Background: an optimization exercise with open tools, aiming at small area, a short achievable clock period and few clock cycles. Do not read the settings as production practice.
Function was checked by simulation only, so behaviour that the tests miss may differ from the original.
Power and IR drop assume default switching activity.

Setup of oak:
==> flow/design.v <==
module SME(clk,reset,chardata,isstring,ispattern,valid,match,match_index);
  input clk;
  input reset;
  input [7:0] chardata;
  input isstring;
  input ispattern;
  output match;
  output [4:0] match_index;
  output valid;
  reg match;
  reg [4:0] match_index;
  reg valid;
  reg [7:0] s [0:31];        
  reg [5:0] len;             
  reg       prev_str;        
  reg [31:0] eq_r;           
  reg        v_r;            
  reg        dol_r, star_r, shift_r, car_r;
  reg [32:0] D;              
  reg [4:0]  off;            
  reg        star_seen;
  reg [4:0]  start0;         
  integer k, j;
  wire newstr = isstring & ~prev_str;
  always @(posedge clk) begin
    if (isstring) begin
      for (k = 0; k < 31; k = k + 1) s[k] <= s[k+1];
      s[31] <= chardata;
      len <= newstr ? 6'd1 : len + 6'd1;
    end
  end
  reg [31:0] occ;
  always @(*)
    for (k = 0; k < 32; k = k + 1)
      occ[k] = ({1'b0, k[5:0]} + {1'b0, len}) >= 7'd32;
  wire is_dot  = (chardata == ".");
  wire is_dol  = (chardata == "$");
  wire is_star = (chardata == "*");
  wire is_car  = (chardata == "^");
  wire first = ispattern & ~v_r;    
  wire need = ~(is_dot | is_star);    
  wire [7:0] cmp = {chardata[7], chardata[6] & ~is_car, chardata[5] | is_car,
                    chardata[4:3] & {2{~is_car}}, chardata[2] & ~(is_car | is_dol),
                    chardata[1] & ~is_car, chardata[0]};
  always @(posedge clk) begin
    for (k = 0; k < 32; k = k + 1) eq_r[k] <= (s[k] == cmp) | ~need;
    dol_r   <= is_dol;
    star_r  <= is_star;
    car_r   <= is_car;
    shift_r <= ~(is_dol | is_star | is_car);
  end
  always @(posedge clk or posedge reset) begin
    if (reset) begin
      prev_str <= 1'b0;
      v_r <= 1'b0;
      valid <= 1'b0;
    end else begin
      prev_str <= isstring;
      v_r <= ispattern;
      valid <= v_r & ~ispattern;
    end
  end
  reg [32:0] X, Dn;
  reg [32:0] pre [0:6];
  always @(*) begin
    X[31:0] = D[31:0] & eq_r;
    X[32]   = D[32] & ~shift_r;
    pre[0] = X;
    for (j = 0; j < 6; j = j + 1)
      for (k = 0; k < 33; k = k + 1)
        pre[j+1][k] = ((k >> j) & 1) ? (pre[j][k] | pre[j][((k >> j) << j) - 1]) : pre[j][k];
    Dn = X;
    if (shift_r) Dn = {X[31:0], 1'b0};
    if (star_r)  Dn = pre[6];
    if (car_r)
      begin Dn[0] = D[0]; for (k = 1; k < 33; k = k + 1) Dn[k] = D[k] & (~D[k-1] | eq_r[k-1]); end
  end
  reg [3:0] V [0:7];
  reg [1:0] h0 [0:3], h1 [0:3];
  reg [7:0] xb, H;
  reg [3:0] any;
  reg [3:0] sb;
  reg [4:0] idxb [0:3];
  always @(*) begin
    for (k = 0; k < 8; k = k + 1) V[k] = k[3:0] + {1'b0, off[2:0]};
    for (j = 0; j < 4; j = j + 1) begin
      h0[j] = off[4:3] + j[1:0];
      h1[j] = off[4:3] + j[1:0] + 2'd1;
    end
    for (j = 0; j < 4; j = j + 1) begin
      xb = X[8*j +: 8];
      any[j] = |xb;
      H = xb & ~{xb[6:0] | {xb[5:0], 1'b0} | {xb[4:0], 2'b0} | {xb[3:0], 3'b0} |
                 {xb[2:0], 4'b0} | {xb[1:0], 5'b0} | {xb[0], 6'b0}, 1'b0};
      sb = ({4{H[0]}} & V[0]) | ({4{H[1]}} & V[1]) | ({4{H[2]}} & V[2]) | ({4{H[3]}} & V[3]) |
           ({4{H[4]}} & V[4]) | ({4{H[5]}} & V[5]) | ({4{H[6]}} & V[6]) | ({4{H[7]}} & V[7]);
      idxb[j] = {sb[3] ? h1[j] : h0[j], sb[2:0]};
    end
  end
  wire [4:0] idx_now = any[0] ? idxb[0] : any[1] ? idxb[1] : any[2] ? idxb[2] :
                       any[3] ? idxb[3] : off;
  always @(posedge clk) begin
    D <= first ? {1'b0, occ} : Dn;
    off <= first ? len[4:0] : off - {4'd0, shift_r};
    star_seen <= ~first & (star_seen | star_r);
    if (star_r) start0 <= idx_now;
    match <= |X;
    match_index <= star_seen ? start0 : idx_now;
  end
endmodule
export LEC_CHECK = 0
export ABC_CLOCK_PERIOD_IN_PS = 2800
export CAP_MARGIN = 20
export CORE_MARGIN = 2
export CORE_UTILIZATION = 40
export CTS_BUF_LIST = sky130_fd_sc_hd__clkbuf_16
export CTS_CLUSTER_DIAMETER = 100
export CTS_CLUSTER_SIZE = 32
export SETUP_SLACK_MARGIN = 3.6
export SLEW_MARGIN = 20
create_clock -name core_clock -period 6.2 [get_ports {clk}]
run.sh (not shown) runs the stock make flow with config.mk's settings and CLKGATE_MAP_FILE= SYNTH_SCRIPT=/design/flow/synth_recipe.tcl, a recipe that flattens the netlist after the stock synthesis.
Testbench counts of oak, summed over its fixed seeds: cycles 16,721.
> inputs changed (oak -> pine)
# oak
export LEC_CHECK = 0
export ABC_CLOCK_PERIOD_IN_PS = 2800
export CAP_MARGIN = 20
export CORE_MARGIN = 2
export CORE_UTILIZATION = 40
export CTS_BUF_LIST = sky130_fd_sc_hd__clkbuf_16
export CTS_CLUSTER_DIAMETER = 100
export CTS_CLUSTER_SIZE = 32
export SETUP_SLACK_MARGIN = 3.6
export SLEW_MARGIN = 20
create_clock -name core_clock -period 6.2 [get_ports {clk}]
# pine
export LEC_CHECK = 0
export ABC_CLOCK_PERIOD_IN_PS = 2000
export CAP_MARGIN = 20
export CORE_MARGIN = 2
export CORE_UTILIZATION = 40
export CTS_BUF_LIST = sky130_fd_sc_hd__clkbuf_16
export CTS_CLUSTER_DIAMETER = 80
export CTS_CLUSTER_SIZE = 25
export SETUP_SLACK_MARGIN = 3.6
export SLEW_MARGIN = 20
create_clock -name core_clock -period 6.2 [get_ports {clk}]
### Flow results
[compare] base=oak new=pine: cell count went up 6, via count of the first global-routing pass climbed 1.1%, path length in cells of the critical path has decreased, worst hold slack went down by 0.0081 ns, worst-case setup margin in the final layout up 0.055 ns.
Across both runs, area added between synthesis and finish was higher for pine than for oak.
Compared pine against oak; number of nets at the end of the flow within noise.
[compare] base=oak new=pine: wire length reported by the detailed router rose about 0.64%; slack of the worst reg-to-reg path has increased; overall power after layout rose by about 6%.
pine completed every stage of the flow, and the final layout passed the timing, design-rule and antenna checks.
Setup changes, pine to birch
# pine
export LEC_CHECK = 0
export ABC_CLOCK_PERIOD_IN_PS = 2000
export CAP_MARGIN = 20
export CORE_MARGIN = 2
export CORE_UTILIZATION = 40
export CTS_BUF_LIST = sky130_fd_sc_hd__clkbuf_16
export CTS_CLUSTER_DIAMETER = 80
export CTS_CLUSTER_SIZE = 25
export SETUP_SLACK_MARGIN = 3.6
export SLEW_MARGIN = 20
create_clock -name core_clock -period 6.2 [get_ports {clk}]
# birch
export LEC_CHECK = 0
export ABC_CLOCK_PERIOD_IN_PS = 2800
export CAP_MARGIN = 20
export CORE_MARGIN = 2
export CORE_UTILIZATION = 40
export CTS_BUF_LIST = sky130_fd_sc_hd__clkbuf_16
export CTS_CLUSTER_DIAMETER = 80
export CTS_CLUSTER_SIZE = 25
export SETUP_SLACK_MARGIN = 3.6
export SLEW_MARGIN = 20
export BUFFER_PORTS_ARGS = -buffer_cell sky130_fd_sc_hd__buf_4
create_clock -name core_clock -period 6.2 [get_ports {clk}]
==> flow/flow/run.sh (new file) <==
#!/bin/bash
# The standard layout (standard.sh, unchanged synthesis and steps), with the
# port buffers made of buf_4 cells instead of the slow delay buffers that
# buffer_ports picks on its own.
set -euo pipefail
echo 'export BUFFER_PORTS_ARGS = -buffer_cell sky130_fd_sc_hd__buf_4' >> config.mk
bash standard.sh > standard.log 2>&1
==> flow/standard.sh (new file) <==
#!/bin/bash
# synth_recipe.tcl (not shown) runs the flow's synth.tcl, then flattens the netlist and writes it again
# the make line also repeats each setting of config.mk as NAME=value (left out here)
make -C /OpenROAD-flow-scripts/flow DESIGN_CONFIG=/design/flow/config.mk WORK_HOME=/design/flow/orfs CLKGATE_MAP_FILE= SYNTH_SCRIPT=/design/flow/synth_recipe.tcl "${@:-finish}"
removed: flow/run.sh
==> comparison <==
Between birch and pine, worst slew slack as a fraction of its limit is lower for birch, pine comes in above that. birch — part of the total power dissipated in combinational logic 0.5 points higher, pine as reference. Largest net degree at the start of global routing, birch and pine: smaller value in pine. Summary of the comparison: count of buffers not belonging to the clock network in the layout is lower in birch, relative to pine. Diff pine -> birch: post-layout worst setup margin down 0.016 ns, wire length increased 2.5%. pine has a higher clock power than birch. Higher required time reported for the critical path endpoint among birch and pine: birch. pine ended up with match_index[4] as its destination of the critical timing path; birch ended up with eq_r[21].
What maple does differently from birch at the input level:
# birch
export LEC_CHECK = 0
export ABC_CLOCK_PERIOD_IN_PS = 2800
export CAP_MARGIN = 20
export CORE_MARGIN = 2
export CORE_UTILIZATION = 40
export CTS_BUF_LIST = sky130_fd_sc_hd__clkbuf_16
export CTS_CLUSTER_DIAMETER = 80
export CTS_CLUSTER_SIZE = 25
export SETUP_SLACK_MARGIN = 3.6
export SLEW_MARGIN = 20
export BUFFER_PORTS_ARGS = -buffer_cell sky130_fd_sc_hd__buf_4
create_clock -name core_clock -period 6.2 [get_ports {clk}]
# maple
export LEC_CHECK = 0
export CAP_MARGIN = 20
export CORE_MARGIN = 2
export CORE_UTILIZATION = 40
export CTS_BUF_LIST = sky130_fd_sc_hd__clkbuf_16
export CTS_CLUSTER_DIAMETER = 80
export CTS_CLUSTER_SIZE = 25
export SETUP_SLACK_MARGIN = 0
export SLEW_MARGIN = 20
create_clock -name core_clock -period 6.2 [get_ports {clk}]
==> flow/run.sh (new file) <==
#!/bin/bash
# synth_recipe.tcl (not shown) runs the flow's synth.tcl, then flattens the netlist and writes it again
# the make line also repeats each setting of config.mk as NAME=value (left out here)
make -C /OpenROAD-flow-scripts/flow DESIGN_CONFIG=/design/flow/config.mk WORK_HOME=/design/flow/orfs CLKGATE_MAP_FILE= SYNTH_SCRIPT=/design/flow/synth_recipe.tcl finish
removed: flow/flow/run.sh
removed: flow/standard.sh
==> results.txt <==
- maple ended up with eq_r[16] as its capture point of the worst path; birch ended up with eq_r[21].
- Higher power share of the combinational group goes to birch over maple.
- Compared with birch, maximum frequency from static timing analysis in maple decreased by more than a quarter.
- Number of buffer cells added on primary ports came out exactly the same in maple and birch.
- Going from birch to maple, count of clock-buffer cells in the layout shrank by a few percent.
- birch → maple: switching portion of total power now smaller, setup slack now smaller, global-route usage now smaller.
- Taking birch as the reference, in maple wire length went down by 5.2 mm; final area went down by 470 um2.
- The run showing the smaller setup slack of the worst register-to-register path is maple.

==> port drivers added, routing unchanged <==
How much do the figures lean on ideal ports? The routed layouts below were timed once more, with nothing changed but the port constraints.
Step 1 assumes that a clkbuf_16 drives the clock port and a buf_2 every other input.
Step 2 moves the port delays by t, midway between the first and last clock arrival at a register: inputs arrive t later, outputs are due t later. That takes back most of the time a late clock gives input paths.
a / b / c = ideal / step 1 / step 2; a / b = the first two.
run | t, ns | slack for setup (ns) | worst setup path after step 2 | worst slew at a driven data input, ns
oak | 0.586 | 3.631 / 3.631 / 3.082 | input to register | 0.06
pine | 0.621 | 3.686 / 3.686 / 3.105 | input to register | 0.05
birch | 0.606 | 3.670 / 3.688 / 3.095 | input to register | 0.07
maple | 0.591 | 2.746 / 2.772 / 2.181 | input to register | 0.05
After both steps setup and hold are still met in every run listed. The setup slack of pine, which loses most, moves by 0.000 ns with the drivers and by -0.581 ns with both steps.
